What follows belongs to an exercise in optimizing a design on an open flow for small area; a production flow would make more cautious choices. In this exercise RTL edits were held to simulation tests only and were not proved equivalent to the original.

**flow/run.sh**
```bash
#!/bin/bash
# synth_recipe.tcl (not shown) runs the flow's synth.tcl, then flattens the netlist and writes it again
# the make line also repeats each setting of config.mk as NAME=value (left out here)
make -C /OpenROAD-flow-scripts/flow DESIGN_CONFIG=/design/flow/config.mk WORK_HOME=/design/flow/orfs CLKGATE_MAP_FILE= SYNTH_SCRIPT=/design/flow/synth_recipe.tcl finish
```
**flow/config.mk**
```make
export PLATFORM = sky130hd
export DESIGN_NAME = cordic_oscillator
export DESIGN_NICKNAME = cordic_oscillator
export VERILOG_FILES = /design/flow/design.v
export SDC_FILE = /design/flow/constraint.sdc
export NUM_CORES = 4
export LEC_CHECK = 0
export CAP_MARGIN = 20
export CORE_MARGIN = 2
export CORE_UTILIZATION = 40
export SLEW_MARGIN = 20
```
**flow/constraint.sdc**
```tcl
create_clock -name core_clock -period 5.5 [get_ports {clk}]
set_input_delay 1.1000 -clock core_clock [delete_from_list [all_inputs] [get_ports {clk}]]
set_output_delay 1.1000 -clock core_clock [all_outputs]
set_load 0.01 [all_outputs]
```
**flow/design.v**
```verilog
module cordic_pipelined #(
    parameter MODE                    = 0,      
    parameter STAGES                  = 16,
    parameter CORDIC_WIDTH            = 16,
    parameter CORDIC_INTERNAL_WIDTH   = 20,
    parameter SFIXED_ZERO             = 32'd0,
    parameter SFIXED_PI               = 32'h3243F6A8,
    parameter SFIXED_PI_OVER_2        = 32'h1921FB54,
    parameter SFIXED_TWO_PI           = 32'h6487ED51
)(
    input  wire                                clk,
    input  wire                                rst,
    input  wire                                valid_in,
    input  wire  signed [CORDIC_WIDTH-1:0]      x_in,
    input  wire  signed [CORDIC_WIDTH-1:0]      y_in,
    input  wire  signed [CORDIC_INTERNAL_WIDTH-1:0] z_in,
    output reg                                 valid_out,
    output wire signed [CORDIC_WIDTH-1:0]      x_out,
    output wire signed [CORDIC_WIDTH-1:0]      y_out,
    output wire signed [CORDIC_WIDTH-1:0]      z_out
);
    wire signed [31:0] ANGLES [0:31];
    assign ANGLES[0]  = 32'h0000C90F;
    assign ANGLES[1]  = 32'h000076B1;
    assign ANGLES[2]  = 32'h00003EB6;
    assign ANGLES[3]  = 32'h00001FD5;
    assign ANGLES[4]  = 32'h00000FFA;
	 assign ANGLES[5]  = 32'h000007FF;
    assign ANGLES[6]  = 32'h000003FF;
    assign ANGLES[7]  = 32'h000001FF;
    assign ANGLES[8]  = 32'h000000FF;
    assign ANGLES[9]  = 32'h0000007F;
    assign ANGLES[10] = 32'h0000003F;
    assign ANGLES[11] = 32'h0000001F;
	  assign ANGLES[12] = 32'h0000000F;
    assign ANGLES[13] = 32'h00000007;
    assign ANGLES[14] = 32'h00000003;
    assign ANGLES[15] = 32'h00000001;
    assign ANGLES[16] = 32'h00000000;
    assign ANGLES[17] = 32'h00000000;
    assign ANGLES[18] = 32'h00000000;
	  assign ANGLES[19] = 32'h00000000;
    assign ANGLES[20] = 32'h00000000;
    assign ANGLES[21] = 32'h00000000;
    assign ANGLES[22] = 32'h00000000;
    assign ANGLES[23] = 32'h00000000;
    assign ANGLES[24] = 32'h00000000;
    assign ANGLES[25] = 32'h00000000;
    assign ANGLES[26] = 32'h00000000;
    assign ANGLES[27] = 32'h00000000;
	  assign ANGLES[28] = 32'h00000000;
    assign ANGLES[29] = 32'h00000000;
    assign ANGLES[30] = 32'h00000000;
    assign ANGLES[31] = 32'h00000000;
	  reg signed [CORDIC_INTERNAL_WIDTH-1:0] x_pipe [0:STAGES];
    reg signed [CORDIC_INTERNAL_WIDTH-1:0] y_pipe [0:STAGES];
    reg signed [CORDIC_INTERNAL_WIDTH-1:0] z_pipe [0:STAGES];
    reg [1:0]  quadrant_stages [0:STAGES];
    reg        valid_pipe      [0:STAGES];
    reg signed [CORDIC_INTERNAL_WIDTH-1:0] x_corrected,y_corrected,z_wrapped;
    localparam [31:0] PI_SH         = SFIXED_PI        >> 12;
    localparam [31:0] PI_OVER_2_SH  = SFIXED_PI_OVER_2 >> 12;
    localparam [31:0] TWO_PI_SH     = SFIXED_TWO_PI    >> 12;
    localparam signed [CORDIC_INTERNAL_WIDTH-1:0] Z_ZERO      = 0;
    localparam signed [CORDIC_INTERNAL_WIDTH-1:0] Z_PI        = PI_SH[CORDIC_INTERNAL_WIDTH-1:0];
    localparam signed [CORDIC_INTERNAL_WIDTH-1:0] Z_PI_OVER_2 = PI_OVER_2_SH[CORDIC_INTERNAL_WIDTH-1:0];
    localparam signed [CORDIC_INTERNAL_WIDTH-1:0] Z_TWO_PI    = TWO_PI_SH[CORDIC_INTERNAL_WIDTH-1:0];
    always @(posedge clk) begin
      if (rst) begin
         x_pipe[0] <= 0; y_pipe[0] <= 0; z_pipe[0] <= 0;
         quadrant_stages[0] <= 2'b00;
         valid_pipe[0] <= 0;
      end else begin
         z_wrapped = z_in;
         if (z_wrapped >  Z_PI)   z_wrapped =  z_wrapped-Z_TWO_PI;
         else if (z_wrapped <= -Z_PI) z_wrapped =  z_wrapped+Z_TWO_PI;
         if((z_wrapped>=Z_ZERO)&&(z_wrapped<=Z_PI_OVER_2)) begin
            quadrant_stages[0]<=2'b00;  z_pipe[0]<=z_wrapped;
         end
			else if((z_wrapped>Z_PI_OVER_2)&&((z_wrapped<=Z_PI)||(z_wrapped>= -Z_PI_OVER_2))) begin
            quadrant_stages[0]<=2'b01;  z_pipe[0]<=Z_PI-z_wrapped;
         end
         else if((z_wrapped<Z_ZERO)&&(z_wrapped>=-Z_PI_OVER_2)) begin
            quadrant_stages[0]<=2'b11;  z_pipe[0]<= -z_wrapped;
         end
			else begin
            quadrant_stages[0]<=2'b10;  z_pipe[0]<= -(Z_PI+z_wrapped);
         end
         x_pipe[0] <= {{(CORDIC_INTERNAL_WIDTH-CORDIC_WIDTH){x_in[CORDIC_WIDTH-1]}},x_in};
         y_pipe[0] <= {{(CORDIC_INTERNAL_WIDTH-CORDIC_WIDTH){y_in[CORDIC_WIDTH-1]}},y_in};
         valid_pipe[0] <= valid_in;
      end
   end
   genvar i;
   generate
      for (i=0; i<STAGES; i=i+1) begin : STAGES_GEN
         reg signed [CORDIC_INTERNAL_WIDTH-1:0] angle, dx, dy;
         reg sigma;
         always @(posedge clk) begin
           angle = ANGLES[i];
           sigma = (MODE==0) ? z_pipe[i][CORDIC_INTERNAL_WIDTH-1] : y_pipe[i][CORDIC_INTERNAL_WIDTH-1];
            dx    = (y_pipe[i] >>> i);
            dy    = (x_pipe[i] >>> i);
            if (sigma==0) begin
               x_pipe[i+1] <= x_pipe[i] - dx;
               y_pipe[i+1] <= y_pipe[i] + dy;
               z_pipe[i+1] <= z_pipe[i] - angle;
            end else begin
              x_pipe[i+1] <= x_pipe[i] + dx;
               y_pipe[i+1] <= y_pipe[i] - dy;
               z_pipe[i+1] <= z_pipe[i] + angle;
            end
            valid_pipe[i+1]      <= rst ? 1'b0 : valid_pipe[i];
            quadrant_stages[i+1] <= quadrant_stages[i];
         end
      end
   endgenerate
	 always @(posedge clk) begin
      case(quadrant_stages[STAGES])
         2'b00:  begin x_corrected <=  x_pipe[STAGES]; y_corrected <= y_pipe[STAGES]; end
         2'b11:  begin x_corrected <=  x_pipe[STAGES]; y_corrected <= -y_pipe[STAGES];end
         default:begin x_corrected <= -x_pipe[STAGES]; y_corrected <=  y_pipe[STAGES];end
      endcase
      valid_out <= rst ? 1'b0 : valid_pipe[STAGES];
   end
   assign x_out = x_corrected[CORDIC_WIDTH-1:0];
   assign y_out = y_corrected[CORDIC_WIDTH-1:0];
   assign z_out = z_pipe[STAGES][CORDIC_WIDTH-1:0];
endmodule
module cordic_oscillator #(
    parameter SFIXED_WIDTH = 32,            
    parameter CORDIC_WIDTH = 16,            
    parameter SFIXED_TWO_PI = 32'h6487ED51,          
    parameter SFIXED_ZERO   = 32'd0,
    parameter CORDIC_GAIN   = 16'h26DD           
	 )(
    input  wire                      clk,
    input  wire                      rst,
    input  wire                      ce,
    input  wire signed [SFIXED_WIDTH-1:0] tuning_word,
    output wire signed [CORDIC_WIDTH-1:0] sin_out,
    output wire signed [CORDIC_WIDTH-1:0] cos_out,
    output wire                      valid_out
);
    reg signed [SFIXED_WIDTH-1:0] phase_acc;
    reg signed [SFIXED_WIDTH-1:0] next_phase;
    localparam signed [SFIXED_WIDTH-1:0] TWO_PI_S = SFIXED_TWO_PI;
    always @(posedge clk) begin
        if (rst) begin
            phase_acc <= {SFIXED_WIDTH{1'b0}};
        end
		  else if (ce) begin
            next_phase = phase_acc + tuning_word;
            if (next_phase >= TWO_PI_S)
                phase_acc <= next_phase - TWO_PI_S;
            else if (next_phase < 0)
                phase_acc <= next_phase + TWO_PI_S;
            else
                phase_acc <= next_phase;
        end
    end
    wire signed [CORDIC_WIDTH-1:0] x_fixed  = CORDIC_GAIN;   
    wire signed [CORDIC_WIDTH-1:0] y_fixed  = {CORDIC_WIDTH{1'b0}};
    wire signed [CORDIC_WIDTH-1:0] x_out;
    wire signed [CORDIC_WIDTH-1:0] y_out;
    wire        valid_pipe;
	 cordic_pipelined cordic_inst (
        .clk       (clk),
        .rst       (rst),
        .x_in      (x_fixed),
        .y_in      (y_fixed),
        .z_in      (phase_acc[31:12]),
        .x_out     (x_out),
        .y_out     (y_out),
        .z_out     (),           
        .valid_in  (1'b1),
        .valid_out (valid_pipe)
    );
    assign sin_out   = y_out;
    assign cos_out   = x_out;
    assign valid_out = valid_pipe;
endmodule
```
==> summary.md <==
| Metric | Value |
|---|---|
| I/O pin cnt | `68` |
| Longest Clk Path Bufs | `3` |
| Fraction of layout cells with a size suffix above 1 | `0.05285` |
| Worst EP required | `6.17 ns` |
| Total die area | `174900 um2` |
| Netlist Area Pre-Place | `68640 um2` |
| First-pass GRT wire length | `268300 um` |
| Post-synth top cells | `dfxtp_1, ha_1, nor2_1, xnor2_1, a21oi_1` |
| Total wire length | `164800 um` |
| Synth area leader | `dfxtp_1` |
| Post-synth EDFFs | `0` |
| CP Class | `flop to flop` |
| Remaining Overflow, GRT | `0` |
| Sequential share of the synthesized area | `0.2948` |
| Number of global-route vias before repair | `between 50000 and 60000` |
| Clk root buf | `clkbuf_16` |
| Clock skew | `between 0.07 and 0.08 ns` |
| Detailed-route via count | `55630` |
| Worst slew margin | `0.3567` |
| Antenna violations before repair | `1` |
| Gp weighted congestion | `about 0.88` |
| Sink Count | `1011` |
| Chip Height | `roughly 420 um` |
| RSZ-0062 raised after global routing | `false` |
| Clock Latency Late Sink | `around 0.76 ns` |
| FP Rows | `152` |
| Total GRT Usage | `0.1838` |
| Area fraction of the dominant cell type after synthesis | `0.2948` |
| Post-CTS sizing | `0` |
| Max-cap viol count | `0` |
| Fmax | `just over 200 MHz` |
| Reg2Reg Depth | `12` |
| Final core utilization | `0.4482` |
| Post-CTS Setup Bufs | `0` |
| Area grow syn2layout | `11.64%` |
| HPWL Detailed | `132500 um` |
| CP Capture Type | `flop` |
| Fin Setup TNS | `0 ns` |
| Period utilization | `0.8956` |
| Routed Antenna Nets | `0` |
| Asr flop ratio synth | `0` |
| CTS tree | `yes` |
| Initial Util | `0.4015` |
| Most common cell in the netlist | `dfxtp_1` |
| Vias per cell | `5.335` |
| Main area contributors after synthesis | `dfxtp_1, ha_1, xnor2_1` |
| Worst-Margin Slew | `0.9581 ns` |
| Fill cells | `16460` |
| Placed cell area | `72440 um2` |
| FF+latch count, synth | `1011` |
| Min cycle time layout | `4.926 ns` |
| TritonRoute pass-1 iters | `5` |
| # DRC | `0` |
| WL per Instance | `about 16 um` |
| CP Launch Type | `flop` |
| PortBufs | `67` |
| Critical-path maximum fanout | `17` |
| Nets@finish | `9087` |
| Synth Flop Type | `dfxtp_1` |
| FF-to-FF setup slack | `~0.57 ns` |
| Reg2reg start | `phase_acc[22]` |
| CP Launch Point | `phase_acc[22]` |
| # hold bufs at CTS | `0` |
| Largest net degree at the start of global routing | `43` |
| Fin. max-slew vios | `0` |
| Fin. Hold Viols | `0` |
| Worst min path class | `flop to flop` |
| Reg2reg end | `cordic_inst.z_pipe[0][3]` |
| Syn Nets | `8925` |
| Mapped Cells | `7932` |
| DR iter-0 viols | `2998` |
| Clock transition at the registers of the reported paths | `0.06 ns` |
| Core area | `171000 um2` |
| Cell area after layout | `76640 um2` |
| Cts bufs inserted | `114` |
| Mean Syn Cell Area | `around 8.7 um2` |
| Status | `no timing/DRC/antenna violations` |
| Post-synthesis cell type count | `100` |
| H-tree levels | `3` |
| Die Width | `418.3 um` |
| Synth Warn # | `7` |
| Data arrival time of the critical path | `5.60 ns` |
| Setup violators final | `0` |
| Crit path to | `cordic_inst.z_pipe[0][3]` |
-- cell families after synthesis --
family,Yosys count,synth area share
DFF,1011,0.2948
AOI/OAI and AO/OA,2109,0.1985
adders and majority gates,958,0.1794
buffers and inverters,542,0.03039
xor gates and xnor gates,1035,0.1321
muxes,76,0.01165
and+or+nand+nor,2201,0.1531
-- registers in the layout, summed over array words and instances, names as in the netlist --
name / cells
cordic_inst.x_corrected: 16
cordic_inst.quadrant_stages: 34
cordic_inst.valid_out: 1
cordic_inst.y_pipe: 299
cordic_inst.z_pipe: 301
cordic_inst.x_pipe: 296
phase_acc: 32
cordic_inst.valid_pipe: 16
cordic_inst.y_corrected: 16
-- critical path: stages, from the launching register on --
cell and delay [ns]:
dfxtp_1 0.82, o41ai_2 0.21, a32oi_1 0.74, a21oi_1 0.23
a2111oi_4 0.70, ha_1 0.31, and3_1 0.19, o2111ai_1 0.12
o2bb2ai_2 0.63, buf_4 0.28, a21oi_1 0.09, or3_1 0.34
a21oi_1 0.18
-- area by class of cell --
class / instances / area (um2) / share of cell area
Multi-Input combinational cell: 6379 / 46320 / 0.6045
Sequential cell: 1011 / 20240 / 0.2641
Clock buffer: 152 / 3206 / 0.04183
Tap cell: 2233 / 2794 / 0.03646
Timing Repair Buffer: 181 / 1551 / 0.02024
Inverter: 407 / 1528 / 0.01993
Clock inverter: 63 / 991.0 / 0.01293
Antenna cell: 1 / 2.502 / 0.00003265
-- per-layer routing --
metal  track usage  up-vias  part of all wire
li1              -    28800                 -
met4       0.04816        0             0.025
met5             0        -                 0
met2        0.3189      911              0.47
met1        0.2398    25680              0.47
met3       0.02236      243             0.034
-- worst min path at each step --
stage                                            from                                 end  slack [ns]  cells after the start
detailed placement  cordic_inst.quadrant_stages[9][0]  cordic_inst.quadrant_stages[10][0]        0.31                      0
global route        cordic_inst.quadrant_stages[7][0]   cordic_inst.quadrant_stages[8][0]        0.33                      0
finish              cordic_inst.quadrant_stages[2][0]   cordic_inst.quadrant_stages[3][0]        0.32                      0
global placement    cordic_inst.quadrant_stages[2][1]   cordic_inst.quadrant_stages[3][1]        0.31                      0
floorplan           cordic_inst.quadrant_stages[9][0]  cordic_inst.quadrant_stages[10][0]        0.31                      0
CTS                 cordic_inst.quadrant_stages[9][0]  cordic_inst.quadrant_stages[10][0]        0.33                      0
-- stage by stage --
step	cells	setup slack (ns)	hold slack, ns
2_1_floorplan	7932	0.7975	0.3096
3_3_place_gp	10210	-0.08771	0.3129
3_5_place_dp	10210	-0.07431	0.3121
4_1_cts	10430	0.7145	0.3261
5_1_grt	10430	0.1731	0.3294
6_report	10430	0.5744	0.3247
-- cell usage in the layout, fill, tap and decap left out, types with 157 or more instances in the layout --
cell type,netlist,final
xnor2_1,704,704
nor2_1,729,729
inv_1,403,403
ha_1,914,914
a21o_1,230,230
o21ai_0,445,445
dfxtp_1,1011,1010
a21oi_1,599,599
nor2b_1,157,157
nor3_1,354,353
nand2_1,390,390
xor2_1,331,331

-- afterwards: timing with drivers on the ports --
Ports are ideal in the flow. The routed layout listed here was re-timed in OpenROAD. Step 1 assumes that a clkbuf_16 drives the clock port and a buf_2 every other input. Step 2 times the ports against the registers' clock, not the clock port: input delays grow and output delays shrink by t, the midpoint of the rising clock arrivals with the driver on. Slacks: ideal ports / drivers / drivers and shift; pairs: ideal ports / drivers.
t, ns: 0.801
setup WS [ns]: 0.574 / 0.574 / -0.066
worst register clock-pin slew, ns: 0.07 / 0.07
With both steps, setup timing fails in this run, where it was met with ideal ports. The setup slack of this run moves by 0.000 ns with the drivers and by -0.640 ns with both steps.
